This design comes from an exercise in tuning for small area, a short achievable clock period and few clock cycles per item on the open sky130 flow, not from production work.
Function was checked by simulation only, so behaviour that the tests miss may differ from the original.

==> design.v <==
module INV_IP (
    input  [5:0] p,
    input  [4:0] x,
    output [5:0] y
);
    wire n0;
    wire n1;
    wire n2;
    wire n3;
    wire n4;
    wire n5;
    wire n6;
    wire n7;
    wire n8;
    wire n9;
    wire n10;
    wire n11;
    wire n12;
    wire n13;
    wire n14;
    wire n15;
    wire n16;
    wire n17;
    wire n18;
    wire n19;
    wire n20;
    wire n21;
    wire n22;
    wire n23;
    wire n24;
    wire n25;
    wire n26;
    wire n27;
    wire n28;
    wire n29;
    wire n30;
    wire n31;
    wire n32;
    wire n33;
    wire n34;
    wire n35;
    wire n36;
    wire n37;
    wire n38;
    wire n39;
    wire n40;
    wire n41;
    wire n42;
    wire n43;
    wire n44;
    wire n45;
    wire n46;
    wire n47;
    wire n48;
    wire n49;
    wire n50;
    wire n51;
    wire n52;
    wire n53;
    wire n54;
    wire n55;
    wire n56;
    wire n57;
    wire n58;
    wire n59;
    wire n60;
    wire n61;
    wire n62;
    wire n63;
    wire n64;
    wire n65;
    wire n66;
    wire n67;
    wire n68;
    wire n69;
    wire n70;
    wire n71;
    wire n72;
    wire n73;
    wire n74;
    wire n75;
    wire n76;
    wire n77;
    wire n78;
    wire n79;
    wire n80;
    wire n81;
    wire n82;
    wire n83;
    wire n84;
    wire n85;
    wire n86;
    wire n87;
    wire n88;
    wire n89;
    wire n90;
    wire n91;
    wire n92;
    wire n93;
    wire n94;
    wire n95;
    wire n96;
    wire n97;
    wire n98;
    wire n99;
    wire n100;
    wire n101;
    wire n102;
    wire n103;
    wire n104;
    wire n105;
    wire n106;
    wire n107;
    wire n108;
    wire n109;
    wire n110;
    wire n111;
    wire n112;
    wire n113;
    wire n114;
    wire n115;
    wire n116;
    wire n117;
    wire n118;
    wire n119;
    wire n120;
    wire n121;
    wire n122;
    wire n123;
    wire n124;
    wire n125;
    wire n126;
    wire n127;
    wire n128;
    wire n129;
    wire n130;
    wire n131;
    wire n132;
    wire n133;
    wire n134;
    wire n135;
    wire n136;
    wire n137;
    wire n138;
    wire n139;
    wire n140;
    wire n141;
    wire n142;
    wire n143;
    wire n144;
    wire n145;
    wire n146;
    wire n147;
    wire n148;
    wire n149;
    wire n150;
    wire n151;
    wire n152;
    wire n153;
    wire n154;
    wire n155;
    wire n156;
    wire n157;
    wire n158;
    wire n159;
    wire n160;
    wire n161;
    wire n162;
    wire n163;
    wire n164;
    wire n165;
    wire n166;
    wire n167;
    wire n168;
    wire n169;
    wire n170;
    wire n171;
    wire n172;
    wire n173;
    wire n174;
    wire n175;
    wire n176;
    wire n177;
    wire n178;
    wire n179;
    wire n180;
    wire n181;
    wire n182;
    wire n183;
    wire n184;
    wire n185;
    wire n186;
    wire n187;
    wire n188;
    wire n189;
    wire n190;
    wire n191;
    wire n192;
    wire n193;
    wire n194;
    wire n195;
    wire n196;
    wire n197;
    wire n198;
    wire n199;
    wire n200;
    wire n201;
    wire n202;
    wire n203;
    wire n204;
    wire n205;
    wire n206;
    wire n207;
    wire n208;
    wire n209;
    wire n210;
    wire n211;
    wire n212;
    wire n213;
    wire n214;
    wire n215;
    wire n216;
    wire n217;
    wire n218;
    wire n219;
    wire n220;
    wire n221;
    wire n222;
    wire n223;
    wire n224;
    wire n225;
    wire n226;
    wire n227;
    wire n228;
    wire n229;
    wire n230;
    wire n231;
    wire n232;
    wire n233;
    wire n234;
    wire n235;
    wire n236;
    wire n237;
    wire n238;
    wire n239;
    wire n240;
    wire n241;
    wire n242;
    wire n243;
    wire n244;
    wire n245;
    wire n246;
    wire n247;
    wire n248;
    wire n249;
    wire n250;
    wire n251;
    wire n252;
    wire n253;
    wire n254;
    wire n255;
    wire n256;
    wire n257;
    wire n258;
    wire n259;
    wire n260;
    wire n261;
    wire n262;
    wire n263;
    wire n264;
    wire n265;
    wire n266;
    wire n267;
    wire n268;
    wire n269;
    wire n270;
    wire n271;
    wire n272;
    wire n273;
    wire n274;
    wire n275;
    wire n276;
    wire n277;
    wire n278;
    wire n279;
    wire n280;
    wire n281;
    wire n282;
    wire n283;
    wire n284;
    wire n285;
    wire n286;
    wire n287;
    wire n288;
    wire n289;
    wire n290;
    wire n291;
    wire n292;
    wire n293;
    wire n294;
    wire n295;
    wire n296;
    wire n297;
    wire n298;
    wire n299;
    wire n300;
    wire n301;
    wire n302;
    wire n303;
    wire n304;
    wire n305;
    wire n306;
    wire n307;
    wire n308;
    wire n309;
    wire n310;
    wire n311;
    wire n312;
    wire n313;
    wire n314;
    wire n315;
    wire n316;
    wire n317;
    wire n318;
    wire n319;
    wire n320;
    wire n321;
    wire n322;
    wire n323;
    wire n324;
    wire n325;
    wire n326;
    wire n327;
    wire n328;
    wire n329;
    wire n330;
    wire n331;
    wire n332;
    wire n333;
    wire n334;
    wire n335;
    wire n336;
    wire n337;
    wire n338;
    wire n339;
    wire n340;
    wire n341;
    wire n342;
    wire n343;
    wire n344;
    wire n345;
    wire n346;
    wire n347;
    wire n348;
    wire n349;
    wire n350;
    wire n351;
    wire n352;
    wire n353;
    wire n354;
    wire n355;
    wire n356;
    wire n357;
    wire n358;
    wire n359;
    wire n360;
    wire n361;
    wire n362;
    wire n363;
    wire n364;
    wire n365;
    wire n366;
    wire n367;
    wire n368;
    wire n369;
    wire n370;
    wire n371;
    wire n372;
    wire n373;
    wire n374;
    wire n375;
    wire n376;
    wire n377;
    wire n378;
    wire n379;
    wire n380;
    wire n381;
    wire n382;
    wire n383;
    wire n384;
    wire n385;
    wire n386;
    wire n387;
    wire n388;
    wire n389;
    wire n390;
    wire n391;
    wire n392;
    wire n393;
    wire n394;
    wire n395;
    wire n396;
    wire n397;
    wire n398;
    wire n399;
    wire n400;
    wire n401;
    wire n402;
    wire n403;
    wire n404;
    wire n405;
    wire n406;
    wire n407;
    wire n408;
    wire n409;
    wire n410;
    wire n411;
    wire n412;
    wire n413;
    wire n414;
    wire n415;
    wire n416;
    wire n417;
    wire n418;
    wire n419;
    wire n420;
    wire n421;
    wire n422;
    wire n423;
    wire n424;
    wire n425;
    wire n426;
    wire n427;
    wire n428;
    wire n429;
    wire n430;
    wire n431;
    wire n432;
    wire n433;
    wire n434;
    wire n435;
    wire n436;
    wire n437;
    wire n438;
    wire n439;
    wire n440;
    wire n441;
    wire n442;
    wire n443;
    wire n444;
    wire n445;
    wire n446;
    wire n447;
    wire n448;
    wire n449;
    wire n450;
    wire n451;
    wire n452;
    wire n453;
    wire n454;
    wire n455;
    wire n456;
    wire n457;
    wire n458;
    wire n459;
    wire n460;
    wire n461;
    wire n462;
    wire n463;
    wire n464;
    wire n465;
    wire n466;
    wire n467;
    wire n468;
    wire n469;
    wire n470;
    wire n471;
    wire n472;
    wire n473;
    wire n474;
    wire n475;
    wire n476;
    wire n477;
    wire n478;
    wire n479;
    wire n480;
    wire n481;
    wire n482;
    wire n483;
    wire n484;
    wire n485;
    wire n486;
    wire n487;
    wire n488;
    wire n489;
    wire n490;
    wire n491;
    wire n492;
    wire n493;
    wire n494;
    wire n495;
    wire n496;
    wire n497;
    wire n498;
    wire n499;
    wire n500;
    wire n501;
    wire n502;
    wire n503;
    assign n0 = (p[0] & p[1]);
    assign n1 = (~p[3] & n0);
    assign n2 = (~x[2] & ~x[3]);
    assign n3 = (~p[2] & ~n2);
    assign n4 = (~p[2] & x[1]);
    assign n5 = (~n3 & ~n4);
    assign n6 = (n1 & ~n5);
    assign n7 = (~x[0] & n6);
    assign n8 = (p[0] & p[2]);
    assign n9 = (p[3] & n8);
    assign n10 = (~x[0] & ~x[1]);
    assign n11 = (x[2] & n10);
    assign n12 = (n9 & n11);
    assign n13 = (x[0] & x[1]);
    assign n14 = (~x[0] & x[2]);
    assign n15 = (~n13 & ~n14);
    assign n16 = (~p[2] & n0);
    assign n17 = (~x[0] & x[1]);
    assign n18 = (~p[3] & ~n17);
    assign n19 = (n16 & n18);
    assign n20 = (n15 & n19);
    assign n21 = (~n12 & ~n20);
    assign n22 = (x[0] & x[2]);
    assign n23 = (n1 & n22);
    assign n24 = (n21 & n23);
    assign n25 = (~n7 & ~n24);
    assign n26 = (~x[1] & ~n25);
    assign n27 = (~p[1] & n9);
    assign n28 = (x[0] & ~x[2]);
    assign n29 = (~x[3] & n17);
    assign n30 = (x[2] & n29);
    assign n31 = (~n28 & ~n30);
    assign n32 = (x[0] & ~x[1]);
    assign n33 = (~x[2] & x[3]);
    assign n34 = (~n32 & ~n33);
    assign n35 = (n31 & n34);
    assign n36 = (n27 & ~n35);
    assign n37 = (~x[1] & ~x[3]);
    assign n38 = (~n14 & n37);
    assign n39 = (n9 & n38);
    assign n40 = (~n36 & ~n39);
    assign n41 = (p[4] & ~p[5]);
    assign n42 = (p[2] & n0);
    assign n43 = (n2 & n13);
    assign n44 = (n42 & n43);
    assign n45 = (n41 & ~n44);
    assign n46 = (p[0] & ~p[2]);
    assign n47 = (~p[1] & ~p[3]);
    assign n48 = (n46 & n47);
    assign n49 = (p[3] & n42);
    assign n50 = (~n48 & ~n49);
    assign n51 = (x[1] & x[2]);
    assign n52 = (x[0] & ~x[3]);
    assign n53 = (~n51 & ~n52);
    assign n54 = (x[2] & ~x[3]);
    assign n55 = (~x[1] & ~n54);
    assign n56 = (n53 & ~n55);
    assign n57 = (~n2 & ~n56);
    assign n58 = (~n9 & ~n57);
    assign n59 = (x[0] & x[3]);
    assign n60 = (~x[2] & n59);
    assign n61 = (n13 & n54);
    assign n62 = (~n60 & ~n61);
    assign n63 = (~n17 & ~n32);
    assign n64 = (x[2] & x[3]);
    assign n65 = (n63 & n64);
    assign n66 = (n62 & ~n65);
    assign n67 = (~n58 & n66);
    assign n68 = (~n50 & ~n67);
    assign n69 = (n45 & ~n68);
    assign n70 = (n40 & n69);
    assign n71 = (~n26 & n70);
    assign n72 = (~p[1] & n8);
    assign n73 = (~p[3] & n72);
    assign n74 = (~x[3] & x[4]);
    assign n75 = (~x[3] & ~x[4]);
    assign n76 = (x[2] & n75);
    assign n77 = (~x[2] & ~n75);
    assign n78 = (~n76 & ~n77);
    assign n79 = (~n74 & n78);
    assign n80 = (n17 & n79);
    assign n81 = (n13 & n74);
    assign n82 = (~x[4] & n17);
    assign n83 = (x[4] & n32);
    assign n84 = (n33 & ~n83);
    assign n85 = (~n82 & n84);
    assign n86 = (~n81 & ~n85);
    assign n87 = (~n80 & n86);
    assign n88 = (n73 & ~n87);
    assign n89 = (~x[2] & n17);
    assign n90 = (~x[3] & n89);
    assign n91 = (n27 & ~n90);
    assign n92 = (~x[4] & n32);
    assign n93 = (n33 & n92);
    assign n94 = (x[1] & ~x[4]);
    assign n95 = (n2 & n94);
    assign n96 = (~n11 & ~n82);
    assign n97 = (~n95 & n96);
    assign n98 = (~n93 & n97);
    assign n99 = (n91 & n98);
    assign n100 = (p[4] & p[5]);
    assign n101 = (p[3] & n16);
    assign n102 = (~n13 & n54);
    assign n103 = (~n43 & ~n102);
    assign n104 = (x[3] & ~n22);
    assign n105 = (~n10 & ~n104);
    assign n106 = (n103 & n105);
    assign n107 = (~x[1] & ~x[2]);
    assign n108 = (~n59 & ~n107);
    assign n109 = (~x[4] & ~n108);
    assign n110 = (x[1] & n75);
    assign n111 = (~n109 & ~n110);
    assign n112 = (~n106 & n111);
    assign n113 = (n101 & ~n112);
    assign n114 = (n100 & ~n113);
    assign n115 = (~n99 & n114);
    assign n116 = (~n88 & n115);
    assign n117 = (~x[3] & n83);
    assign n118 = (p[3] & ~n117);
    assign n119 = (x[2] & ~n74);
    assign n120 = (~n29 & n119);
    assign n121 = (n42 & ~n120);
    assign n122 = (~n90 & n121);
    assign n123 = (n118 & n122);
    assign n124 = (~p[4] & p[5]);
    assign n125 = (~n123 & n124);
    assign n126 = (~x[1] & n75);
    assign n127 = (~n22 & n126);
    assign n128 = (p[1] & ~n127);
    assign n129 = (x[4] & n89);
    assign n130 = (x[1] & n33);
    assign n131 = (p[3] & n46);
    assign n132 = (~x[1] & x[3]);
    assign n133 = (x[2] & n132);
    assign n134 = (n131 & ~n133);
    assign n135 = (~n130 & n134);
    assign n136 = (~n129 & n135);
    assign n137 = (n128 & n136);
    assign n138 = (~p[1] & n131);
    assign n139 = (n33 & n63);
    assign n140 = (~n102 & ~n139);
    assign n141 = (~n10 & ~n140);
    assign n142 = (n138 & ~n141);
    assign n143 = (n10 & ~n33);
    assign n144 = (n62 & ~n143);
    assign n145 = (~x[4] & n107);
    assign n146 = (~x[3] & n145);
    assign n147 = (n144 & ~n146);
    assign n148 = (n73 & ~n147);
    assign n149 = (~n142 & ~n148);
    assign n150 = (~n137 & n149);
    assign n151 = (n125 & n150);
    assign n152 = (~p[4] & ~p[5]);
    assign n153 = (p[3] & x[1]);
    assign n154 = (n16 & n153);
    assign n155 = (~n27 & ~n154);
    assign n156 = (p[2] & ~n13);
    assign n157 = (~n155 & ~n156);
    assign n158 = (n152 & ~n157);
    assign n159 = (n8 & n18);
    assign n160 = (n158 & ~n159);
    assign n161 = (~n151 & ~n160);
    assign n162 = (~n116 & n161);
    assign y[0] = (~n71 & n162);
    assign n163 = (p[3] & ~x[0]);
    assign n164 = (n13 & n49);
    assign n165 = (~n163 & ~n164);
    assign n166 = (n33 & ~n165);
    assign n167 = (~n138 & ~n166);
    assign n168 = (~n0 & n33);
    assign n169 = (x[2] & n13);
    assign n170 = (~n168 & ~n169);
    assign n171 = (~n90 & n170);
    assign n172 = (~n127 & n171);
    assign n173 = (~n167 & n172);
    assign n174 = (~x[0] & n74);
    assign n175 = (~x[2] & n174);
    assign n176 = (~x[2] & n13);
    assign n177 = (x[2] & n32);
    assign n178 = (~n64 & ~n177);
    assign n179 = (~n176 & n178);
    assign n180 = (n73 & n179);
    assign n181 = (~n175 & n180);
    assign n182 = (n124 & ~n181);
    assign n183 = (~x[4] & n176);
    assign n184 = (x[3] & n22);
    assign n185 = (~n54 & ~n74);
    assign n186 = (~x[1] & ~n185);
    assign n187 = (~n184 & ~n186);
    assign n188 = (~n183 & n187);
    assign n189 = (n49 & ~n188);
    assign n190 = (n54 & n83);
    assign n191 = (x[2] & ~n75);
    assign n192 = (n10 & ~n191);
    assign n193 = (n28 & n75);
    assign n194 = (~n169 & ~n193);
    assign n195 = (~n192 & n194);
    assign n196 = (~n190 & n195);
    assign n197 = (n101 & ~n196);
    assign n198 = (~n189 & ~n197);
    assign n199 = (n182 & n198);
    assign n200 = (~n173 & n199);
    assign n201 = (x[4] & ~n155);
    assign n202 = (n27 & n37);
    assign n203 = (x[3] & ~n92);
    assign n204 = (n101 & ~n203);
    assign n205 = (~n202 & ~n204);
    assign n206 = (~n201 & n205);
    assign n207 = (~x[2] & ~n17);
    assign n208 = (~n206 & n207);
    assign n209 = (x[2] & n72);
    assign n210 = (x[4] & n17);
    assign n211 = (~x[4] & n10);
    assign n212 = (~n52 & ~n211);
    assign n213 = (~n210 & n212);
    assign n214 = (p[3] & ~n213);
    assign n215 = (n13 & n75);
    assign n216 = (~n214 & ~n215);
    assign n217 = (n209 & ~n216);
    assign n218 = (n37 & n101);
    assign n219 = (~n73 & ~n218);
    assign n220 = (~x[0] & n33);
    assign n221 = (n53 & ~n220);
    assign n222 = (~n145 & ~n221);
    assign n223 = (~n219 & ~n222);
    assign n224 = (n100 & ~n223);
    assign n225 = (~n217 & n224);
    assign n226 = (~n208 & n225);
    assign n227 = (~n153 & ~n163);
    assign n228 = (~n18 & n227);
    assign n229 = (n72 & ~n228);
    assign n230 = (~n16 & ~n229);
    assign n231 = (n163 & ~n209);
    assign n232 = (~n230 & ~n231);
    assign n233 = (n101 & n107);
    assign n234 = (n152 & ~n233);
    assign n235 = (~n232 & n234);
    assign n236 = (~x[3] & n22);
    assign n237 = (~x[0] & n64);
    assign n238 = (~n236 & ~n237);
    assign n239 = (n91 & n238);
    assign n240 = (x[1] & n54);
    assign n241 = (~n60 & ~n240);
    assign n242 = (n9 & ~n241);
    assign n243 = (~n6 & ~n242);
    assign n244 = (~n239 & n243);
    assign n245 = (~n13 & ~n244);
    assign n246 = (p[2] & n139);
    assign n247 = (~n51 & ~n246);
    assign n248 = (n1 & ~n247);
    assign n249 = (~n15 & n48);
    assign n250 = (n41 & ~n249);
    assign n251 = (~n248 & n250);
    assign n252 = (~n245 & n251);
    assign n253 = (~n235 & ~n252);
    assign n254 = (~n226 & n253);
    assign y[1] = (~n200 & n254);
    assign n255 = (~n22 & n153);
    assign n256 = (n103 & ~n255);
    assign n257 = (~x[4] & ~n29);
    assign n258 = (~n256 & ~n257);
    assign n259 = (n118 & ~n133);
    assign n260 = (~x[1] & x[2]);
    assign n261 = (~n74 & ~n176);
    assign n262 = (~n260 & ~n261);
    assign n263 = (x[4] & n130);
    assign n264 = (~n83 & ~n236);
    assign n265 = (~n263 & n264);
    assign n266 = (~n191 & n265);
    assign n267 = (~n262 & n266);
    assign n268 = (~p[3] & ~n267);
    assign n269 = (~n259 & ~n268);
    assign n270 = (~n258 & ~n269);
    assign n271 = (n72 & ~n270);
    assign n272 = (~n31 & ~n83);
    assign n273 = (n32 & n64);
    assign n274 = (~n146 & ~n273);
    assign n275 = (~x[4] & n240);
    assign n276 = (n84 & ~n145);
    assign n277 = (~n275 & ~n276);
    assign n278 = (n274 & n277);
    assign n279 = (~n272 & n278);
    assign n280 = (n101 & ~n279);
    assign n281 = (n100 & ~n280);
    assign n282 = (~n271 & n281);
    assign n283 = (~n83 & ~n132);
    assign n284 = (~n108 & ~n283);
    assign n285 = (n73 & ~n284);
    assign n286 = (x[3] & n32);
    assign n287 = (x[2] & n74);
    assign n288 = (~n286 & ~n287);
    assign n289 = (~n2 & ~n13);
    assign n290 = (n288 & n289);
    assign n291 = (n96 & ~n290);
    assign n292 = (n49 & ~n291);
    assign n293 = (~n285 & ~n292);
    assign n294 = (~n240 & ~n293);
    assign n295 = (~n138 & ~n164);
    assign n296 = (~n54 & ~n130);
    assign n297 = (n4 & ~n296);
    assign n298 = (n5 & n74);
    assign n299 = (~n174 & ~n220);
    assign n300 = (~n273 & n299);
    assign n301 = (~n298 & n300);
    assign n302 = (~n297 & n301);
    assign n303 = (~n295 & ~n302);
    assign n304 = (~n14 & ~n215);
    assign n305 = (n288 & n304);
    assign n306 = (n101 & ~n305);
    assign n307 = (n124 & ~n306);
    assign n308 = (~n303 & n307);
    assign n309 = (~n294 & n308);
    assign n310 = (x[1] & n1);
    assign n311 = (n72 & ~n107);
    assign n312 = (~n310 & ~n311);
    assign n313 = (~n232 & ~n312);
    assign n314 = (n158 & ~n313);
    assign n315 = (~n64 & ~n132);
    assign n316 = (p[1] & ~n315);
    assign n317 = (n104 & n144);
    assign n318 = (~n316 & ~n317);
    assign n319 = (n9 & ~n318);
    assign n320 = (~n10 & n33);
    assign n321 = (~n11 & n156);
    assign n322 = (~n3 & ~n321);
    assign n323 = (~n320 & ~n322);
    assign n324 = (n1 & ~n323);
    assign n325 = (n27 & n56);
    assign n326 = (n48 & ~n51);
    assign n327 = (~n207 & n326);
    assign n328 = (n45 & ~n327);
    assign n329 = (~n325 & n328);
    assign n330 = (~n324 & n329);
    assign n331 = (~n319 & n330);
    assign n332 = (~n314 & ~n331);
    assign n333 = (~n309 & n332);
    assign y[2] = (~n282 & n333);
    assign n334 = (n128 & ~n190);
    assign n335 = (~x[0] & ~n79);
    assign n336 = (~p[4] & ~n43);
    assign n337 = (~n335 & n336);
    assign n338 = (~n334 & ~n337);
    assign n339 = (p[4] & x[4]);
    assign n340 = (n13 & n339);
    assign n341 = (n131 & ~n340);
    assign n342 = (~n338 & n341);
    assign n343 = (n33 & ~n63);
    assign n344 = (~x[4] & n343);
    assign n345 = (~n51 & ~n344);
    assign n346 = (n342 & n345);
    assign n347 = (~n65 & ~n126);
    assign n348 = (~p[3] & ~n347);
    assign n349 = (~n59 & ~n74);
    assign n350 = (n228 & ~n349);
    assign n351 = (~n74 & ~n82);
    assign n352 = (p[3] & x[2]);
    assign n353 = (~n351 & n352);
    assign n354 = (~n145 & ~n193);
    assign n355 = (~n343 & n354);
    assign n356 = (~n353 & n355);
    assign n357 = (~n350 & n356);
    assign n358 = (~n348 & n357);
    assign n359 = (n72 & ~n358);
    assign n360 = (n100 & ~n359);
    assign n361 = (~n346 & n360);
    assign n362 = (n79 & ~n176);
    assign n363 = (~n83 & ~n362);
    assign n364 = (p[1] & ~n363);
    assign n365 = (~n184 & ~n286);
    assign n366 = (~n364 & n365);
    assign n367 = (n342 & n366);
    assign n368 = (~n29 & ~n174);
    assign n369 = (n140 & n368);
    assign n370 = (n73 & ~n369);
    assign n371 = (n49 & ~n183);
    assign n372 = (~n89 & n104);
    assign n373 = (~n190 & ~n372);
    assign n374 = (n371 & n373);
    assign n375 = (n124 & ~n374);
    assign n376 = (~n370 & n375);
    assign n377 = (~n367 & n376);
    assign n378 = (~n48 & n296);
    assign n379 = (n10 & n33);
    assign n380 = (~n176 & ~n379);
    assign n381 = (~n50 & n380);
    assign n382 = (~n378 & n381);
    assign n383 = (x[1] & n2);
    assign n384 = (~n60 & ~n383);
    assign n385 = (~n49 & ~n384);
    assign n386 = (n42 & n385);
    assign n387 = (n27 & ~n289);
    assign n388 = (n9 & n184);
    assign n389 = (n41 & ~n388);
    assign n390 = (~n387 & n389);
    assign n391 = (n21 & n390);
    assign n392 = (~n386 & n391);
    assign n393 = (~n382 & n392);
    assign n394 = (~n89 & n321);
    assign n395 = (n27 & n394);
    assign n396 = (n10 & n101);
    assign n397 = (n234 & ~n396);
    assign n398 = (~n395 & n397);
    assign n399 = (~n393 & ~n398);
    assign n400 = (~n377 & n399);
    assign y[3] = (~n361 & n400);
    assign n401 = (n40 & ~n42);
    assign n402 = (~n61 & ~n132);
    assign n403 = (~n11 & n402);
    assign n404 = (n49 & n107);
    assign n405 = (~n385 & ~n404);
    assign n406 = (n403 & n405);
    assign n407 = (~n401 & n406);
    assign n408 = (~x[0] & ~n54);
    assign n409 = (n27 & n408);
    assign n410 = (~n394 & n409);
    assign n411 = (n48 & n379);
    assign n412 = (~p[5] & ~n411);
    assign n413 = (~n410 & n412);
    assign n414 = (~n24 & n413);
    assign n415 = (~n407 & n414);
    assign n416 = (~x[1] & ~n74);
    assign n417 = (x[1] & n74);
    assign n418 = (~n416 & ~n417);
    assign n419 = (n22 & ~n418);
    assign n420 = (~n132 & ~n417);
    assign n421 = (n14 & ~n420);
    assign n422 = (~n368 & ~n421);
    assign n423 = (~n419 & ~n422);
    assign n424 = (p[5] & n49);
    assign n425 = (~n423 & n424);
    assign n426 = (~x[0] & n76);
    assign n427 = (n17 & n33);
    assign n428 = (~n273 & ~n427);
    assign n429 = (~n175 & n428);
    assign n430 = (~n426 & n429);
    assign n431 = (n101 & ~n430);
    assign n432 = (~n33 & ~n55);
    assign n433 = (n138 & n432);
    assign n434 = (n212 & n433);
    assign n435 = (~n108 & n416);
    assign n436 = (n384 & ~n435);
    assign n437 = (n73 & ~n436);
    assign n438 = (n154 & ~n185);
    assign n439 = (~p[4] & ~n438);
    assign n440 = (~n437 & n439);
    assign n441 = (~n434 & n440);
    assign n442 = (~n431 & n441);
    assign n443 = (~n425 & n442);
    assign n444 = (~n11 & ~n240);
    assign n445 = (x[4] & ~n444);
    assign n446 = (~n215 & ~n445);
    assign n447 = (p[3] & ~n446);
    assign n448 = (~x[4] & ~n163);
    assign n449 = (x[4] & n163);
    assign n450 = (n320 & ~n449);
    assign n451 = (~n448 & n450);
    assign n452 = (n76 & ~n153);
    assign n453 = (~p[3] & n59);
    assign n454 = (n22 & ~n83);
    assign n455 = (~n453 & ~n454);
    assign n456 = (~n452 & n455);
    assign n457 = (~n451 & n456);
    assign n458 = (~n447 & n457);
    assign n459 = (n13 & ~n74);
    assign n460 = (~p[3] & n459);
    assign n461 = (n72 & ~n460);
    assign n462 = (~n458 & n461);
    assign n463 = (n63 & n418);
    assign n464 = (~n95 & n101);
    assign n465 = (n265 & n464);
    assign n466 = (~n463 & n465);
    assign n467 = (n100 & ~n466);
    assign n468 = (~n462 & n467);
    assign n469 = (~n443 & ~n468);
    assign y[4] = (~n415 & n469);
    assign n470 = (n408 & n418);
    assign n471 = (~n64 & n289);
    assign n472 = (~n264 & n471);
    assign n473 = (p[3] & ~n472);
    assign n474 = (~n470 & n473);
    assign n475 = (~p[3] & ~n273);
    assign n476 = (~n262 & n475);
    assign n477 = (~n474 & ~n476);
    assign n478 = (~n190 & ~n477);
    assign n479 = (n72 & ~n478);
    assign n480 = (x[4] & ~n403);
    assign n481 = (~x[4] & n220);
    assign n482 = (n101 & ~n481);
    assign n483 = (n274 & n482);
    assign n484 = (~n480 & n483);
    assign n485 = (p[4] & ~n484);
    assign n486 = (~n479 & n485);
    assign n487 = (~n88 & ~n101);
    assign n488 = (~n117 & ~n237);
    assign n489 = (~n487 & ~n488);
    assign n490 = (x[1] & ~n77);
    assign n491 = (n49 & ~n490);
    assign n492 = (~n180 & ~n491);
    assign n493 = (x[0] & ~n416);
    assign n494 = (~n492 & n493);
    assign n495 = (n63 & ~n459);
    assign n496 = (n138 & n495);
    assign n497 = (~n78 & n496);
    assign n498 = (n49 & n421);
    assign n499 = (~p[4] & ~n498);
    assign n500 = (~n497 & n499);
    assign n501 = (~n494 & n500);
    assign n502 = (~n489 & n501);
    assign n503 = (p[5] & ~n502);
    assign y[5] = (~n486 & n503);
endmodule
module EC_TOP(
    clk, rst_n, in_valid,
    in_Px, in_Py, in_Qx, in_Qy, in_prime, in_a,
    out_valid, out_Rx, out_Ry
);
    input clk, rst_n, in_valid;
    input [6-1:0] in_Px, in_Py, in_Qx, in_Qy, in_prime, in_a;
    output reg out_valid;
    output reg [6-1:0] out_Rx, out_Ry;
    reg c1, c2, c3, c4;
    always @(posedge clk or negedge rst_n) begin
        if (!rst_n) begin
            c1 <= 1'b0; c2 <= 1'b0; c3 <= 1'b0; c4 <= 1'b0; out_valid <= 1'b0;
        end else begin
            c1 <= in_valid;
            c2 <= c1;
            c3 <= c2;
            c4 <= c3;
            out_valid <= c4;
        end
    end
    wire      in_dbl = (in_Px == in_Qx);
    reg [5:0] p, px, qx, npy;
    always @(posedge clk) begin
        if (in_valid) begin
            p   <= in_prime;
            px  <= in_Px;
            qx  <= in_Qx;
            npy <= in_prime - in_Py;
        end
    end
    reg [5:0] cq;                
    reg       dbl, cadd;         
    always @(posedge clk) begin
        cq   <= !in_valid ? 6'd0 : in_dbl ? in_a : in_Qy;
        dbl  <= in_dbl;
        cadd <= in_valid & !in_dbl;
    end
    wire [7:0] d    = dbl ? ({2'b0, p} - {1'b0, npy, 1'b0}) : ({2'b0, qx} - {2'b0, px});
    wire       dneg = d[7];
    wire [5:0] dabs = dneg ? (6'd0 - d[5:0]) : d[5:0];
    wire [6:0] dcmp = {1'b0, p} - {dabs, 1'b0};         
    wire       fold = dcmp[6];
    wire [5:0] xh   = fold ? (p - dabs) : dabs;
    wire [5:0] jh;
    INV_IP u_inv (.p(p), .x(xh[4:0]), .y(jh));
    wire [5:0] jv   = (dneg ^ fold) ? (p - jh) : jh;
    reg  [7:0] ra;               
    reg  [5:0] rb;               
    wire [7:0] k3a = {1'b0, p, 1'b0};
    wire [7:0] k3b = {2'b11, ~px};
    wire [7:0] k3c = {2'b11, ~qx};
    wire [7:0] k3s;
    EC_RCA #(8) u_k3 (.a(k3a ^ k3b ^ k3c), .b({((k3a & k3b) | (k3a & k3c) | (k3b & k3c)), 1'b0}),
                      .ci(1'b1), .s(k3s));
    wire [6:0] k3  = k3s[6:0] + 7'd1;
    wire [7:0] k4  = {2'b0, npy} + (yq[6] ? ra : 8'd0);    
    wire [7:0] mk  = c3 ? {1'b0, k3} : c4 ? k4 : 8'd0;
    wire [7:0] ya  = {2'b0, px};
    wire [7:0] yb  = {2'b0, p};
    wire [7:0] yc  = {2'b11, ~out_Rx};
    wire [7:0] yq;
    EC_RCA #(8) u_yq (.a(ya ^ yb ^ yc), .b({((ya & yb) | (ya & yc) | (yb & yc)), 1'b0}),
                      .ci(1'b1), .s(yq));
    wire [5:0] my  = c4 ? {yq[5:1], ~(px[0] ^ out_Rx[0])} : rb;
    wire [8:0] sa [0:6];
    wire [8:0] sb [0:6];
    assign sa[0] = {3'b0, cq};
    assign sb[0] = {3'b0, cadd ? npy : 6'd0};
    genvar i;
    generate
        for (i = 0; i < 6; i = i + 1) begin : it
            wire [8:0] v3 = my[i] ? {1'b0, ra} : 9'd0;
            wire       m  = sa[i][0] ^ sb[i][0] ^ v3[0];
            wire [8:0] v4 = m ? {3'b0, p} : 9'd0;
            wire [8:0] s1 = sa[i] ^ sb[i] ^ v3;
            wire [8:0] k1 = (sa[i] & sb[i]) | (sa[i] & v3) | (sb[i] & v3);
            wire [8:0] c1s = {k1[7:0], 1'b0};
            wire [8:0] s2 = s1 ^ c1s ^ v4;
            wire [8:0] k2 = (s1 & c1s) | (s1 & v4) | (c1s & v4);
            assign sa[i+1] = {1'b0, s2[8:1]};
            assign sb[i+1] = k2;
        end
    endgenerate
    wire [9:0] ua  = {1'b0, sa[6]};
    wire [9:0] ub  = {1'b0, sb[6]};
    wire [9:0] uk  = {2'b0, mk};
    wire [9:0] np1, np3;                                    
    EC_RCA #(10) u_np1 (.a(~{4'b0, p}), .b(10'd0), .ci(1'b1), .s(np1));
    EC_RCA #(10) u_np3 (.a(np1), .b({np1[8:0], 1'b0}), .ci(1'b0), .s(np3));
    wire [9:0] np2 = {np1[8:0], 1'b0};
    wire [9:0] a1  = ua ^ ub ^ uk;
    wire [9:0] b1  = {((ua & ub) | (ua & uk) | (ub & uk)), 1'b0};
    wire [9:0] r0  = a1 + b1;
    wire [9:0] r1  = (a1 ^ b1 ^ np1) + {((a1 & b1) | (a1 & np1) | (b1 & np1)), 1'b0};
    wire [9:0] r2  = (a1 ^ b1 ^ np2) + {((a1 & b1) | (a1 & np2) | (b1 & np2)), 1'b0};
    wire [9:0] r3  = (a1 ^ b1 ^ np3) + {((a1 & b1) | (a1 & np3) | (b1 & np3)), 1'b0};
    wire [5:0] res = !r3[9] ? r3[5:0] : !r2[9] ? r2[5:0] : !r1[9] ? r1[5:0] : r0[5:0];
    wire [6:0] e1 = {1'b0, ra[5:0]};
    wire [7:0] g1 = {e1, 1'b0} - {2'b0, p};
    wire [5:0] f1 = g1[7] ? {e1[4:0], 1'b0} : g1[5:0];
    wire [7:0] g2 = {1'b0, f1, 1'b0} - {2'b0, p};
    wire [5:0] f2 = g2[7] ? {f1[4:0], 1'b0} : g2[5:0];
    wire [7:0] g3 = {1'b0, f2, 1'b0} - {2'b0, p};
    wire [5:0] f3 = g3[7] ? {f2[4:0], 1'b0} : g3[5:0];
    wire [7:0] ra_o = in_valid ? ({2'b0, in_Px} + {1'b0, in_Px, 1'b0}) : {2'b0, f3};
    wire [5:0] rb_o = in_valid ? (in_dbl ? in_Px : 6'd0) : jv;
    always @(posedge clk) begin
        ra <= (c1 | c2) ? {2'b0, res} : ra_o;
        rb <= c2 ? res : rb_o;
        out_Ry <= res;
        if (c3) out_Rx <= res;
    end
endmodule
module EC_RCA #(parameter W = 8) (
    input  [W-1:0] a,
    input  [W-1:0] b,
    input          ci,
    output [W-1:0] s
);
    wire [W:0] c;
    assign c[0] = ci;
    genvar k;
    generate
        for (k = 0; k < W; k = k + 1) begin : bit_
            assign s[k]   = a[k] ^ b[k] ^ c[k];
            assign c[k+1] = (a[k] & b[k]) | (a[k] & c[k]) | (b[k] & c[k]);
        end
    endgenerate
endmodule
==> flow/run.sh <==
#!/bin/bash
set -euo pipefail
TARGET_NS=$(cat flow/target_ns)
MARGIN=$(python3 -c "print(round(${FLOW_PERIOD_NS} - ${TARGET_NS}, 3))")
echo "export SETUP_SLACK_MARGIN = ${MARGIN}" >> config.mk
bash standard.sh > standard_make.log 2>&1
==> flow/target_ns <==
10.5
==> standard.sh <==
#!/bin/bash
# synth_recipe.tcl (not shown) runs the flow's synth.tcl, then flattens the netlist and writes it again
# the make line also repeats each setting of config.mk as NAME=value (left out here)
make -C /OpenROAD-flow-scripts/flow DESIGN_CONFIG=/design/flow/config.mk WORK_HOME=/design/flow/orfs CLKGATE_MAP_FILE= SYNTH_SCRIPT=/design/flow/synth_recipe.tcl "${@:-finish}"
==> config.mk <==
export PLATFORM = sky130hd
export DESIGN_NAME = EC_TOP
export DESIGN_NICKNAME = EC_TOP
export VERILOG_FILES = /design/flow/design.v
export SDC_FILE = /design/flow/constraint.sdc
export NUM_CORES = 4
export LEC_CHECK = 0
export ABC_AREA = 1
export CAP_MARGIN = 20
export CORE_MARGIN = 2
export CORE_UTILIZATION = 40
export SLEW_MARGIN = 20
export SETUP_SLACK_MARGIN = 33.5
==> constraint.sdc <==
create_clock -name core_clock -period 44.0 [get_ports {clk}]
set_input_delay 8.8000 -clock core_clock [delete_from_list [all_inputs] [get_ports {clk}]]
set_output_delay 8.8000 -clock core_clock [all_outputs]
set_load 0.01 [all_outputs]
==> flow_summary.toml, run 1 <==
[floorplan]
start_util = 0.407
die-area_um2 = 31600
boundaryPins = 52
fp.dieW_um = 178
design.core.area_um2 = 29700
rows = 63
fp.dieH_um = 178

[cts]
clk_root_buffer_cell = "clkbuf_16"
clk_latency_ns = 0.34
cts_tree = "built"
cts.path.max_buffers = 2
cts_buffers = 9
path_clk_slew_ns = 0.06
htreeDepth = 3
hold_buffers = 0
cts.sinks = 63

[synthesis]
synth_area_leader_cell = "fa_1"
synthArstFlopShare = 0.0794
ys_seq_area_frac = 0.131
netlist.area_leader.share = 0.222
synthTopCellsByArea = "fa_1 (22%), ha_1 (13%), nand2_1 (12%)"
syn_nets = 1959
syn_area_per_cell_um2 = 7.27
yosys.area_share.simple = 0.249
yosys.area_share.xor_xnor = 0.0377
synth_fa_ha_area_frac = 0.352
synth-compound-area-share = 0.113
synthFlopType = "edfxtp_1"
synth.area.mux_share = 0.000829
ys_ff_latch = 63
synth_top_family_by_area = "adder cells"
synthesis.area_um2 = 12100
yosysUniqueCellTypes = 53
syn_inst = 1661
ys_warn_count = 3
synth-edff-count = 30

[timing]
timing.hold.ws_ns = 0.375
tns_ns = 0
drv_slew = 0
finalHoldViolations = 0
fin_crit_sh = 0.258
grt_setup_unrepaired = "true"
finClkSkew_ns = 0.0135
tightest_slew_ns = 0.958
max_freq_mhz = 88.1
setup_viol_count_final = 0
period_needed_ns = 11.35
slew_headroom = 0.359

[detailed_routing]
via_per_inst = 5.31
num_vias = 11400
first_iter_violations = 967
route.detailed.wl_per_inst_um = 18.6
drc = 0
wirelength_mm = 39.9
first_pass_iters = 7
ant_nets = 0

[grt]
globalRouteOverflowTotal = 0
grt_pass1_vias = 11200
grt_pass1_wl_mm = 62.2
grt_max_degree = 38
track_usage = 0.259
antenna_found_initial = 0

[setup_path]
slowest_delay_ns = 0.59
crit_top_cell = "fa_1"
cp-end-kind = "register"
cp_max_fo = 7
critPathLaunchType = "register"
cp.required_ns = 44.27
critPathSlowestCell = "fa_1"
setup.worst_path.class = "register to register"
crit_arrival_ns = 11.61

[placement]
place_hpwl_mm = 31.3
io_buffers = 51
gp_congestion = 1.02

[finish]
final_layout_size_suffix_gt1_frac = 0.122
syn2layout_area_growth_pct = 15.6
num-fill-cells = 3039
diodes = 0
layout_commonest_cell = "nand2_1"
mostFrequentLayoutCells = "nand2_1 (359), inv_1 (289), nor2_1 (134)"
nets = 2044

[outcome]
status = "no timing/DRC/antenna violations"

[run]
drv_cap = 0

[min_path]
holdCritPathClass = "register to register"
critical path: cells and delay by family, from the launching register on:
kind | cells | cell delay (ns)
compound gates | 6 | 0.80
simple gates | 13 | 0.87
flops | 1 | 0.45
buf+inv | 12 | 0.96
fa+ha+maj | 17 | 8.18
cells by family after synthesis:
group                    count (synthesis)
AO/OA/AOI/OAI                          237
flip-flops                              63
AND/OR/NAND/NOR                        694
buffers and inverters                  355
XOR/XNOR                                52
multiplexers                             1
adder cells (fa/ha/maj)                259
metal layers:
layer / routed length, um / track usage / up-vias
met4: 1920 / 0.114 / 0
met5: 0 / 0 / -
met3: 2540 / 0.0298 / 115
met1: 17200 / 0.343 / 5342
met2: 18200 / 0.424 / 504
li1: - / - / 5411
synthesized netlist by cell type (15+ instances only):
master,number
dfxtp_1,28
xor2_1,34
xnor2_1,18
ha_1,125
a21oi_1,84
o21ai_0,78
inv_1,316
nand3_1,101
fa_1,134
o21ai_1,16
nand2_2,15
nor2_1,145
edfxtp_1,30
nand2_1,375
area by class of cell:
cell class,count,area (um^2),share of cell area
Tap cell,390,488,0.0349
Timing Repair inverter,2,11.3,0.000806
Inverter,327,1260,0.0900
Timing Repair Buffer,100,918,0.0658
Sequential cell,63,1590,0.114
Clock buffer,9,225,0.0161
Multi-Input combinational cell,1243,9350,0.669
Clock inverter,7,128,0.00914
stage by stage:
| step | instances | setup slack [ns] | utilization | instance area (um^2) |
|---|---|---|---|---|
| after floorplan | 1661 | 33.36 | - | 12100 |
| after global placement | 2088 | 32.66 | 0.439 | 13000 |
| after detailed placement | 2088 | 32.53 | 0.439 | 13000 |
| after CTS | 2130 | 32.82 | 0.461 | 13700 |
| after global routing | 2141 | 32.29 | 0.470 | 14000 |
| final | 2141 | 32.65 | 0.470 | 14000 |
path summary, 6_finish.rpt:
| check | start | endpoint | slack [ns] | cells after the start |
|---|---|---|---|---|
| worst max-delay path | px[0] | ra[3] | 32.65 | 48 |
| worst min-delay path | c1 | c2 | 0.37 | 0 |
| worst max register to register | px[0] | ra[3] | 32.65 | 48 |
| worst min register to register | c1 | c2 | 0.37 | 0 |
| max in group asynchronous | rst_n | c4 | 35.07 | 1 |
| min in group asynchronous | rst_n | c1 | 8.70 | 1 |
timing repair:
item,in CTS,in global routing
setup endpoints to repair,31,32
gates cloned,2,0
gates resized for setup,40,49
buffers inserted,24,11
pin swaps,38,38
registers in the layout, summed over array words and instances (netlist names), 6 cells and up:
name / count
ra: 8
npy: 6
p: 6
out_Ry: 6
px: 6
cq: 6
qx: 6
out_Rx: 6
rb: 6
Testbench counts, summed over its fixed seeds: cycles 95,992, items 16,000.
==> inputs of run 2 (changes only) <==
==> flow/target_ns (replaced) <==
11.2
--- a/config.mk
+++ b/config.mk
@@ -11,3 +11,3 @@
 export CORE_UTILIZATION = 40
 export SLEW_MARGIN = 20
-export SETUP_SLACK_MARGIN = 33.5
+export SETUP_SLACK_MARGIN = 32.8
==> run 2 against run 1 <==
Design area shrank 1.4%. Clock skew down 0.0030 ns. Register-to-register slack better by 0.21 ns. Fmax up 1.9%. Hold slack gained 0.0030 ns. Non-clock buffer count down 1. Area after synthesis unchanged.
==> flow_summary.toml, run 2 <==
[synthesis]
ys_ff_latch = 63
netlist.area_leader.share = 0.222
synth_area_leader_cell = "fa_1"
synth_common_cells = "nand2_1 (375), inv_1 (316), nor2_1 (145), fa_1 (134), ha_1 (125)"
synthesis.area_um2 = 12100
synth-edff-count = 30
synthArstFlopShare = 0.0794
syn_nets = 1959
ys_seq_area_frac = 0.131
ys_warn_count = 3
synthTopCellsByArea = "fa_1 (22%), ha_1 (13%), nand2_1 (12%)"
yosysUniqueCellTypes = 53
syn_area_per_cell_um2 = 7.27
syn_inst = 1661
synthFlopType = "edfxtp_1"
synth.most_common_cell = "nand2_1"

[finish]
final_layout_size_suffix_gt1_frac = 0.109
syn2layout_area_growth_pct = 14.0
final_cell_area_um2 = 13800
nets = 2041
max_flop_register = "ra"
layout_commonest_cell = "nand2_1"
mostFrequentLayoutCells = "nand2_1 (360), inv_1 (293), nor2_1 (142)"
final_cells = 2138
diodes = 0
largest_reg_flops = 8

[detailed_routing]
route.detailed.wl_per_inst_um = 18.8
drc = 0
wirelength_mm = 40.1
first_pass_iters = 8
num_vias = 11400
ant_nets = 0
first_iter_violations = 1054
via_per_inst = 5.32

[timing]
finClkSkew_ns = 0.0104
fin_crit_sh = 0.253
period_needed_ns = 11.14
setup_viol_count_final = 0
finalHoldViolations = 0
slew_headroom = 0.443
max_freq_mhz = 89.8
tns_ns = 0
drv_slew = 0
tightest_slew_ns = 0.832
grt_setup_unrepaired = "true"

[cts]
htreeDepth = 3
hold_buffers = 0
cts_buffers = 9
cts_tree = "built"
clk_latency_ns = 0.35
clk_root_buffer_cell = "clkbuf_16"
path_clk_slew_ns = 0.06
cts.sinks = 63
cts.path.max_buffers = 2

[grt]
grt_pass1_wl_mm = 63.0
track_usage = 0.263
grt_pass1_vias = 11300
antenna_found_initial = 0
globalRouteOverflowTotal = 0
grt_max_degree = 38

[setup_path]
cp_max_fo = 6
reg2reg_depth = 44
critPathLaunchType = "register"
setup.worst_path.class = "register to register"
crit_top_cell = "fa_1"
crit_arrival_ns = 11.40
slowest_delay_ns = 0.59
rrSetupSlack_ns = 32.86
r2r_start = "px[0]"
cp.required_ns = 44.26
reg2reg_to = "ra[3]"
critPathSlowestCell = "fa_1"
cp-end-kind = "register"

[min_path]
holdCritPathClass = "register to register"
min-delay-start = "c1"
hold_path_depth = 0
hold_end = "c2"

[outcome]
status = "no timing/DRC/antenna violations"

[floorplan]
fp.dieH_um = 178
rows = 63
boundaryPins = 52
design.core.area_um2 = 29700
fp.dieW_um = 178
start_util = 0.407
die-area_um2 = 31600

[placement]
place_hpwl_mm = 31.9
io_buffers = 51
dp_cells = 2088
gp_congestion = 0.976
place_area_um2 = 13000

[run]
drv_cap = 0
run 2: changes by cell type in the layout (fill, tap and decap cells not counted), moves of 4 or more:
cell    delta
nor2_1     +8
nor2_2     -5
buf_6      -4
inv_1      +4
run 2: cells by family after synthesis:
family / synth area share
AOI/OAI and AO/OA: 0.113
xor gates and xnor gates: 0.0377
buffers and inverters: 0.117
adders and majority gates: 0.352
muxes: 0.000829
and+or+nand+nor: 0.249
DFF: 0.131
run 2: worst max-delay path by stage:
stage	from	to	slack [ns]	depth (start not counted)
3_5_place_dp	p[1]	ra[0]	31.75	45
6_report	px[0]	ra[3]	32.86	44
4_1_cts	px[0]	ra[3]	32.81	48
2_1_floorplan	out_Rx[0]	out_Rx[0]	32.82	45
5_1_grt	px[0]	ra[3]	32.36	47
3_3_place_gp	p[1]	ra[0]	32.01	45
run 2: worst max-delay path, delay by kind of cell, from the launching register on:
family,cells,cell delay [ns]
AOI/OAI and AO/OA,6,0.95
adders and majority gates,17,8.06
buffers and inverters,9,0.73
DFF,1,0.43
and+or+nand+nor,12,0.89
run 2: per-layer routing:
metal,vias up,global-route usage,routed length (um)
met5,-,0,0
li1,5412,-,-
met3,114,0.0332,2700
met2,511,0.433,18600
met4,0,0.0963,1600
met1,5340,0.353,17200
run 2: cell type report:
| cell class | instances | area, um^2 |
|---|---|---|
| repair buffers | 99 | 876 |
| clock inverters | 7 | 80.1 |
| inverters | 327 | 1250 |
| flip-flops and latches | 63 | 1590 |
| well taps | 390 | 488 |
| multi-input cells | 1243 | 9260 |
| clock buffers | 9 | 225 |
| fillers | 2932 | 15900 |
run 2: timing repair:
action | CTS | global route
endpoints found under the setup margin | 24 | 24
buffers inserted | 13 | 21
pin swaps | 15 | 45
gates resized for setup | 35 | 50
run 2: stage by stage:
stage	hold slack [ns]	setup slack [ns]	utilization
2_1_floorplan	0.355	32.82	-
3_3_place_gp	0.358	32.01	0.437
3_5_place_dp	0.365	31.75	0.437
4_1_cts	0.378	32.81	0.454
5_1_grt	0.391	32.36	0.463
6_report	0.378	32.86	0.463
==> inputs of run 3 (changes only) <==
==> flow/target_ns (replaced) <==
12.0
--- a/config.mk
+++ b/config.mk
@@ -11,3 +11,3 @@
 export CORE_UTILIZATION = 40
 export SLEW_MARGIN = 20
-export SETUP_SLACK_MARGIN = 32.8
+export SETUP_SLACK_MARGIN = 32.0
==> run 3 against run 2 <==
Critical path depth rose by 6. Routed wire length increased by 0.93%. Still clean. Setup slack worse by 0.35 ns.
==> flow_summary.toml, run 3 <==
[outcome]
status = "no timing/DRC/antenna violations"

[cts]
cts.path.max_buffers = 2
clk_root_buffer_cell = "clkbuf_16"
path_clk_slew_ns = 0.06
cts.sinks = 63
cts_tree = "built"
cts_buffers = 9
clk_latency_ns = 0.34
hold_buffers = 0
htreeDepth = 3

[synthesis]
yosys.area_share.xor_xnor = 0.0377
syn_inst = 1661
syn_area_per_cell_um2 = 7.27
syn_nets = 1959
synthesis.area_um2 = 12100
synth_common_cells = "nand2_1 (375), inv_1 (316), nor2_1 (145), fa_1 (134), ha_1 (125)"
ys_seq_area_frac = 0.131
synth.area.mux_share = 0.000829
synthArstFlopShare = 0.0794
yosys.area_share.simple = 0.249
synthFlopType = "edfxtp_1"
synth.most_common_cell = "nand2_1"
ys_ff_latch = 63
synth_top_family_by_area = "adder cells"
synth_fa_ha_area_frac = 0.352
ys_warn_count = 3
synth-edff-count = 30
synthTopCellsByArea = "fa_1 (22%), ha_1 (13%), nand2_1 (12%)"
netlist.area_leader.share = 0.222
synth-compound-area-share = 0.113
yosysUniqueCellTypes = 53
synth_area_leader_cell = "fa_1"

[finish]
syn2layout_area_growth_pct = 11.2
layout_commonest_cell = "nand2_1"
nets = 2016
max_flop_register = "ra"
diodes = 0
final_cells = 2113
largest_reg_flops = 8
mostFrequentLayoutCells = "nand2_1 (372), inv_1 (306), nor2_1 (145)"
final_layout_size_suffix_gt1_frac = 0.0714

[setup_path]
crit_top_cell = "fa_1"
cp-end-kind = "register"
critPathSlowestCell = "fa_1"
cp_top_family = "adder cells"
cp_max_fo = 7
crit_buf_inv = 14
crit_arrival_ns = 11.58
setup.worst_path.class = "register to register"
slowest_delay_ns = 0.56
critPathLaunchType = "register"
cp.required_ns = 44.09

[timing]
drv_slew = 0
finalHoldViolations = 0
tightest_slew_ns = 0.889
slew_headroom = 0.405
max_freq_mhz = 87.0
timing.hold.ws_ns = 0.379
finClkSkew_ns = 0.0142
tns_ns = 0
setup_viol_count_final = 0
fin_crit_sh = 0.261
setup_slack_ns = 32.51
period_needed_ns = 11.49
grt_setup_unrepaired = "false"

[floorplan]
design.core.area_um2 = 29700
start_util = 0.407
rows = 63
fp.dieH_um = 178
fp.dieW_um = 178
boundaryPins = 52
die-area_um2 = 31600

[detailed_routing]
drc = 0
num_vias = 11300
via_per_inst = 5.33
first_pass_iters = 12
wirelength_mm = 40.5
first_iter_violations = 975
route.detailed.wl_per_inst_um = 19.2
ant_nets = 0

[placement]
dp_cells = 2088
dp_slack_ns = 31.81
place_hpwl_mm = 32.3
io_buffers = 51
gp_congestion = 0.988

[grt]
antenna_found_initial = 0
grt_pass1_wl_mm = 63.5
grt_max_degree = 38
grt_pass1_vias = 11200
globalRouteOverflowTotal = 0
track_usage = 0.266

[run]
drv_cap = 0

[min_path]
holdCritPathClass = "register to register"
[run 3: changes by cell type in the layout (fill, tap and decap cells not counted), sizes merged]
cell,delta
buf,-24
bufinv,-1
clkbuf,+4
clkinv,-1
clkinvlp,-3
[run 3: path summary, 6_finish.rpt]
path / from / end / slack, ns / cells after the start
min in group asynchronous: rst_n / out_valid / 8.71 / 1
worst min-delay path: c1 / c2 / 0.38 / 0
worst max register to register: out_Rx[0] / out_Rx[2] / 32.51 / 50
worst max-delay path: out_Rx[0] / out_Rx[2] / 32.51 / 50
worst min register to register: c1 / c2 / 0.38 / 0
max in group asynchronous: rst_n / c4 / 35.05 / 1
[run 3: stage by stage]
stage | instance area [um^2] | util
6_report | 13400 | 0.452
2_1_floorplan | 12100 | -
5_1_grt | 13400 | 0.452
4_1_cts | 13300 | 0.448
3_5_place_dp | 13000 | 0.437
3_3_place_gp | 13000 | 0.437
[run 3: layout make-up]
type / count / area, um^2
clock buffers: 14 / 285
clock inverters: 2 / 13.8
fillers: 3025 / 16300
inverters: 327 / 1240
multi-input cells: 1243 / 9140
flip-flops and latches: 63 / 1590
well taps: 390 / 488
repair buffers: 74 / 682
[run 3: repair_timing]
item                                    in CTS  in global routing
gates resized for setup                      6                 26
buffers inserted                             1                  8
pin swaps                                    1                 11
endpoints found under the setup margin      23                 24
[run 3: worst reg2reg max path, delay by kind of cell (launching register included)]
| kind | cells | cell delay [ns] |
|---|---|---|
| AO/OA/AOI/OAI | 4 | 0.43 |
| buffers and inverters | 14 | 1.21 |
| adder cells (fa/ha/maj) | 17 | 7.98 |
| AND/OR/NAND/NOR | 15 | 1.19 |
| flip-flops | 1 | 0.43 |
[run 3: routing by layer]
metal | up-vias | track usage | wire, um
li1 | 5354 | - | -
met1 | 5262 | 0.360 | 17500
met2 | 538 | 0.434 | 18500
met3 | 109 | 0.0313 | 2950
met4 | 0 | 0.103 | 1530
met5 | - | 0 | 0
[run 3: kinds of logic after synthesis]
| logic type | after synthesis |
|---|---|
| adder cells (fa/ha/maj) | 259 |
| buffers and inverters | 355 |
| XOR/XNOR | 52 |
| multiplexers | 1 |
| AND/OR/NAND/NOR | 694 |
| flip-flops | 63 |
| AO/OA/AOI/OAI | 237 |
==> inputs of run 4 (changes only) <==
--- a/flow/run.sh
+++ b/flow/run.sh
@@ -4,3 +4,4 @@
 MARGIN=$(python3 -c "print(round(${FLOW_PERIOD_NS} - ${TARGET_NS}, 3))")
 echo "export SETUP_SLACK_MARGIN = ${MARGIN}" >> config.mk
+echo "export BUFFER_PORTS_ARGS = -buffer_cell sky130_fd_sc_hd__buf_2" >> config.mk
 bash standard.sh > standard_make.log 2>&1
==> flow/target_ns (replaced) <==
11.2
--- a/config.mk
+++ b/config.mk
@@ -11,3 +11,4 @@
 export CORE_UTILIZATION = 40
 export SLEW_MARGIN = 20
-export SETUP_SLACK_MARGIN = 32.0
+export SETUP_SLACK_MARGIN = 32.8
+export BUFFER_PORTS_ARGS = -buffer_cell sky130_fd_sc_hd__buf_2
==> run 4 against run 3 <==
Still clean on timing, DRC and antenna. Final cell count is 1.4% higher. Design area increased by 1.2%. Clock-buffer cell count shrank 5. Non-clock buffer count up 27. Fmax rose by 2.7%.
==> flow_summary.toml, run 4 <==
[outcome]
status = "no timing/DRC/antenna violations"

[synthesis]
synthArstFlopShare = 0.0794
yosysUniqueCellTypes = 53
syn_nets = 1959
synthTopCellsByArea = "fa_1 (22%), ha_1 (13%), nand2_1 (12%)"
synth_common_cells = "nand2_1 (375), inv_1 (316), nor2_1 (145), fa_1 (134), ha_1 (125)"
synth_area_leader_cell = "fa_1"
ys_warn_count = 3
ys_seq_area_frac = 0.131
ys_ff_latch = 63
synth-edff-count = 30
synthFlopType = "edfxtp_1"
netlist.area_leader.share = 0.222
synthesis.area_um2 = 12100
syn_inst = 1661
synth.most_common_cell = "nand2_1"
syn_area_per_cell_um2 = 7.27

[finish]
mostFrequentLayoutCells = "nand2_1 (362), inv_1 (296), nor2_1 (142)"
largest_reg_flops = 8
nets = 2044
final_layout_size_suffix_gt1_frac = 0.139
syn2layout_area_growth_pct = 12.5
utilization = 0.457
final_cells = 2142
max_flop_register = "ra"
layout_commonest_cell = "nand2_1"
final_cell_area_um2 = 13600

[grt]
grt_pass1_vias = 11200
grt_pass1_wl_mm = 63.6
antenna_found_initial = 1
globalRouteOverflowTotal = 0
track_usage = 0.267
grt_max_degree = 38

[setup_path]
cp.required_ns = 44.10
critPathLaunchType = "register"
critPathSlowestCell = "fa_1"
crit_top_cell = "fa_1"
slowest_delay_ns = 0.59
cp_top_family = "adder cells"
setup.worst_path.class = "register to register"
crit_buf_inv = 13
crit_start = "px[0]"
cp-end-kind = "register"
crit_arrival_ns = 11.29
cp_max_fo = 7
r2r_start = "px[0]"

[cts]
path_clk_slew_ns = 0.06
cts.path.max_buffers = 2
cts_tree = "built"
cts.sinks = 63
hold_buffers = 0
cts_buffers = 9
htreeDepth = 3
clk_root_buffer_cell = "clkbuf_16"
clk_latency_ns = 0.35

[detailed_routing]
routed-wl-met2_mm = 18.9
wl_met1_mm = 17.4
num_vias = 11300
first_pass_iters = 5
first_iter_violations = 929
route.detailed.wl_per_inst_um = 19.1
routed.top_layer = "met5"
wirelength_mm = 40.9
via_per_inst = 5.30
met3_length_mm = 2.80
ant_nets = 0
drc = 0

[timing]
timing.hold.ws_ns = 0.379
setup_slack_ns = 32.81
period_needed_ns = 11.19
setup_viol_count_final = 0
fin_crit_sh = 0.254
finClkSkew_ns = 0.0132
drv_slew = 0
grt_setup_unrepaired = "true"
tightest_slew_ns = 0.936
slew_headroom = 0.374
max_freq_mhz = 89.4
tns_ns = 0
finalHoldViolations = 0

[min_path]
min-delay-start = "c1"
holdCritPathClass = "register to register"

[floorplan]
fp.dieH_um = 178
die-area_um2 = 31600
start_util = 0.407
rows = 63
fp.dieW_um = 178
boundaryPins = 52
design.core.area_um2 = 29700

[placement]
io_buffers = 51
place_hpwl_mm = 31.9
place_area_um2 = 12700
dp_cells = 2087
gp_congestion = 1.01
dp_slack_ns = 31.74

[run]
drv_cap = 0
## run 4: cell counts after synthesis
Identical to the previous run, type by type.
## run 4: cells by family after synthesis
kind of cell	share of synthesized area
simple gates	0.249
buf+inv	0.117
fa+ha+maj	0.352
compound gates	0.113
flops	0.131
xor+xnor	0.0377
mux	0.000829
## run 4: final timing paths
| path | to | slack [ns] | cells past startpoint |
|---|---|---|---|
| hold / removal | c2 | 0.38 | 0 |
| hold reg to reg | c2 | 0.38 | 0 |
| max in group asynchronous | c4 | 35.56 | 1 |
| setup / recovery | out_Rx[3] | 32.81 | 47 |
| min in group asynchronous | c3 | 8.27 | 1 |
| setup reg to reg | out_Rx[3] | 32.81 | 47 |
## run 4: what timing repair did
| action | 4_1_cts | 5_1_grt |
|---|---|---|
| setup endpoints to repair | 24 | 24 |
| resized for setup | 38 | 55 |
| pin swaps | 23 | 40 |
| cloned | 0 | 1 |
| setup buffers | 22 | 15 |
## run 4: area by class of cell
type	count	area, um^2
well taps	390	488
clock buffers	9	225
fillers	2978	16100
clock inverters	7	72.6
diodes	1	2.50
inverters	327	1250
multi-input cells	1243	9300
repair inverters	1	3.75
flip-flops and latches	63	1590
repair buffers	101	667
## run 4: routing by layer
| metal | vias to the layer above | track usage |
|---|---|---|
| li1 | 5424 | - |
| met1 | 5323 | 0.353 |
| met2 | 480 | 0.439 |
| met3 | 117 | 0.0358 |
| met4 | 2 | 0.113 |
| met5 | - | 0 |
==> inputs of run 5 (changes only) <==
==> flow/run.sh (replaced) <==
#!/bin/bash
set -euo pipefail
TARGET_NS=$(cat flow/target_ns)
MARGIN=$(python3 -c "print(round(${FLOW_PERIOD_NS} - ${TARGET_NS}, 3))")
echo "export SETUP_SLACK_MARGIN = ${MARGIN}" >> config.mk
echo "export BUFFER_PORTS_ARGS = -buffer_cell sky130_fd_sc_hd__buf_1" >> config.mk
bash standard.sh > standard_make.log 2>&1
--- a/config.mk
+++ b/config.mk
@@ -12,3 +12,3 @@
 export SLEW_MARGIN = 20
 export SETUP_SLACK_MARGIN = 32.8
-export BUFFER_PORTS_ARGS = -buffer_cell sky130_fd_sc_hd__buf_2
+export BUFFER_PORTS_ARGS = -buffer_cell sky130_fd_sc_hd__buf_1
==> run 5 against run 4 <==
Non-clock buffer count decreased by 8. Still clean on timing, DRC and antenna. Setup slack improved by 0.067 ns. Clock skew decreased by 0.0030 ns.
==> flow_summary.toml, run 5 <==
[setup_path]
critPathLaunchType = "register"
reg2reg_to = "rb[1]"
crit_start = "px[0]"
setup.worst_path.class = "register to register"
rrSetupSlack_ns = 32.88
cp-end-kind = "register"
critPathSlowestCell = "fa_1"
slowest_delay_ns = 0.58
crit_arrival_ns = 11.34
cp.required_ns = 44.22
crit_top_cell = "fa_1"
r2r_start = "px[0]"
critPathCapture = "rb[1]"
cp_max_fo = 5
reg2reg_depth = 46

[cts]
htreeDepth = 3
cts_tree = "built"
path_clk_slew_ns = 0.06
hold_buffers = 0
cts.path.max_buffers = 2
cts.sinks = 63
clk_latency_ns = 0.34
clk_root_buffer_cell = "clkbuf_16"
cts_buffers = 9

[timing]
grt_setup_unrepaired = "true"
tns_ns = 0
period_needed_ns = 11.12
finalHoldViolations = 0
setup_slack_ns = 32.88
setup_viol_count_final = 0
fin_crit_sh = 0.253
drv_slew = 0
max_freq_mhz = 89.9
tightest_slew_ns = 0.883
finClkSkew_ns = 0.0102
slew_headroom = 0.409

[grt]
grt_pass1_wl_mm = 63.4
grt_max_degree = 38
grt_pass1_vias = 11200
antenna_found_initial = 0
track_usage = 0.266
globalRouteOverflowTotal = 0

[floorplan]
rows = 63
die-area_um2 = 31600
boundaryPins = 52
design.core.area_um2 = 29700
start_util = 0.407
fp.dieW_um = 178
fp.dieH_um = 178

[synthesis]
netlist.area_leader.share = 0.222
syn_inst = 1661
syn_area_per_cell_um2 = 7.27
synthTopCellsByArea = "fa_1 (22%), ha_1 (13%), nand2_1 (12%)"
synth.most_common_cell = "nand2_1"
ys_ff_latch = 63
synthArstFlopShare = 0.0794
yosysUniqueCellTypes = 53
ys_seq_area_frac = 0.131
synth-edff-count = 30
synth_common_cells = "nand2_1 (375), inv_1 (316), nor2_1 (145), fa_1 (134), ha_1 (125)"
synthFlopType = "edfxtp_1"
syn_nets = 1959
synth_area_leader_cell = "fa_1"
ys_warn_count = 3
synthesis.area_um2 = 12100

[detailed_routing]
ant_nets = 0
first_pass_iters = 5
wirelength_mm = 40.5
drc = 0
num_vias = 11300
first_iter_violations = 954
route.detailed.wl_per_inst_um = 19.0
via_per_inst = 5.31

[run]
drv_cap = 0

[finish]
final_cell_area_um2 = 13500
max_flop_register = "ra"
final_layout_size_suffix_gt1_frac = 0.106
diodes = 0
nets = 2037
layout_commonest_cell = "nand2_1"
largest_reg_flops = 8
num-fill-cells = 2971
mostFrequentLayoutCells = "nand2_1 (362), inv_1 (296), nor2_1 (140)"
syn2layout_area_growth_pct = 11.4

[placement]
place_hpwl_mm = 32.1
place_area_um2 = 12700
gp_congestion = 0.992
io_buffers = 51
dp_slack_ns = 31.67

[outcome]
status = "no timing/DRC/antenna violations"

[min_path]
holdCritPathClass = "register to register"
==> run 5: worst max-delay path, delay by kind of cell (launching register included) <==
kind	cells	cell delay, ns
AOI/OAI and AO/OA	5	0.59
DFF	1	0.46
xor gates and xnor gates	1	0.18
buffers and inverters	15	1.26
and+or+nand+nor	8	0.57
adders and majority gates	17	7.92
==> run 5: repair_timing <==
item	4_1_cts	5_1_grt
gates cloned	2	0
pin swaps	26	31
buffers inserted	18	11
setup endpoints to repair	24	24
gates resized for setup	43	47
==> run 5: worst min path at each step <==
stage / from / end / slack, ns / cells past startpoint
after floorplan: c1 / c2 / 0.35 / 0
after global placement: c1 / c2 / 0.36 / 0
after detailed placement: c1 / c2 / 0.36 / 0
after CTS: c1 / c2 / 0.37 / 0
after global routing: c1 / c2 / 0.39 / 0
final: c1 / c2 / 0.37 / 0
==> run 5: cell type report <==
type	count	area (um^2)	share of cell area
multi-input combinational	1243	9280	0.690
sequential	63	1590	0.118
inverter	327	1250	0.0931
timing repair buffer	93	523	0.0389
tap	390	488	0.0363
clock buffer	10	229	0.0170
clock inverter	6	85.1	0.00632
timing repair inverter	2	12.5	0.000930
==> run 5: logic make-up after synthesis <==
family,synth area share
and+or+nand+nor,0.249
AOI/OAI and AO/OA,0.113
xor gates and xnor gates,0.0377
DFF,0.131
muxes,0.000829
buffers and inverters,0.117
adders and majority gates,0.352
==> run 5: routing by layer <==
metal  wire [um]  track usage  vias up  part of all wire
met5           0            0        -                 0
met2       18800        0.437      476              0.46
met4        1610        0.110        0             0.040
met1       17600        0.354     5354              0.44
li1            -            -     5395                 -
met3        2450       0.0326      107             0.060
==> run 5: through the flow <==
step	hold WS [ns]	utilization	instances
final	0.373	0.453	2134
after global routing	0.392	0.453	2134
after CTS	0.375	0.445	2123
after detailed placement	0.363	0.427	2087
after global placement	0.359	0.427	2087
after floorplan	0.355	-	1661

[what the ideal ports hide]
No port has a modelled driver above. Below, the same layouts with a new extraction and two added sets of constraints. Step 1, drivers: a clkbuf_16 drives clk and a buf_2 each remaining input, both assumed. Step 2, shift: input delay + t, output delay - t, t = (earliest + latest rising clock arrival at the registers) / 2. This alone moves slack from input paths to output paths. a / b / c = no drivers / after step 1 / after step 2; a / b = the first two.
run	shift t [ns]	slack for setup (ns)	worst setup path at the end	latest minus earliest clock arrival (ns)	pins driven straight from the clock port
run 1	0.383	32.653 / 32.653 / 32.653	register to register	0.013 / 0.013	1
run 2	0.389	32.862 / 32.862 / 32.862	register to register	0.010 / 0.010	1
run 3	0.385	32.509 / 32.509 / 32.509	register to register	0.014 / 0.014	1
run 4	0.386	32.812 / 32.812 / 32.812	register to register	0.013 / 0.013	1
run 5	0.382	32.879 / 32.879 / 32.879	register to register	0.010 / 0.011	1
After both steps every run listed still meets setup and hold.
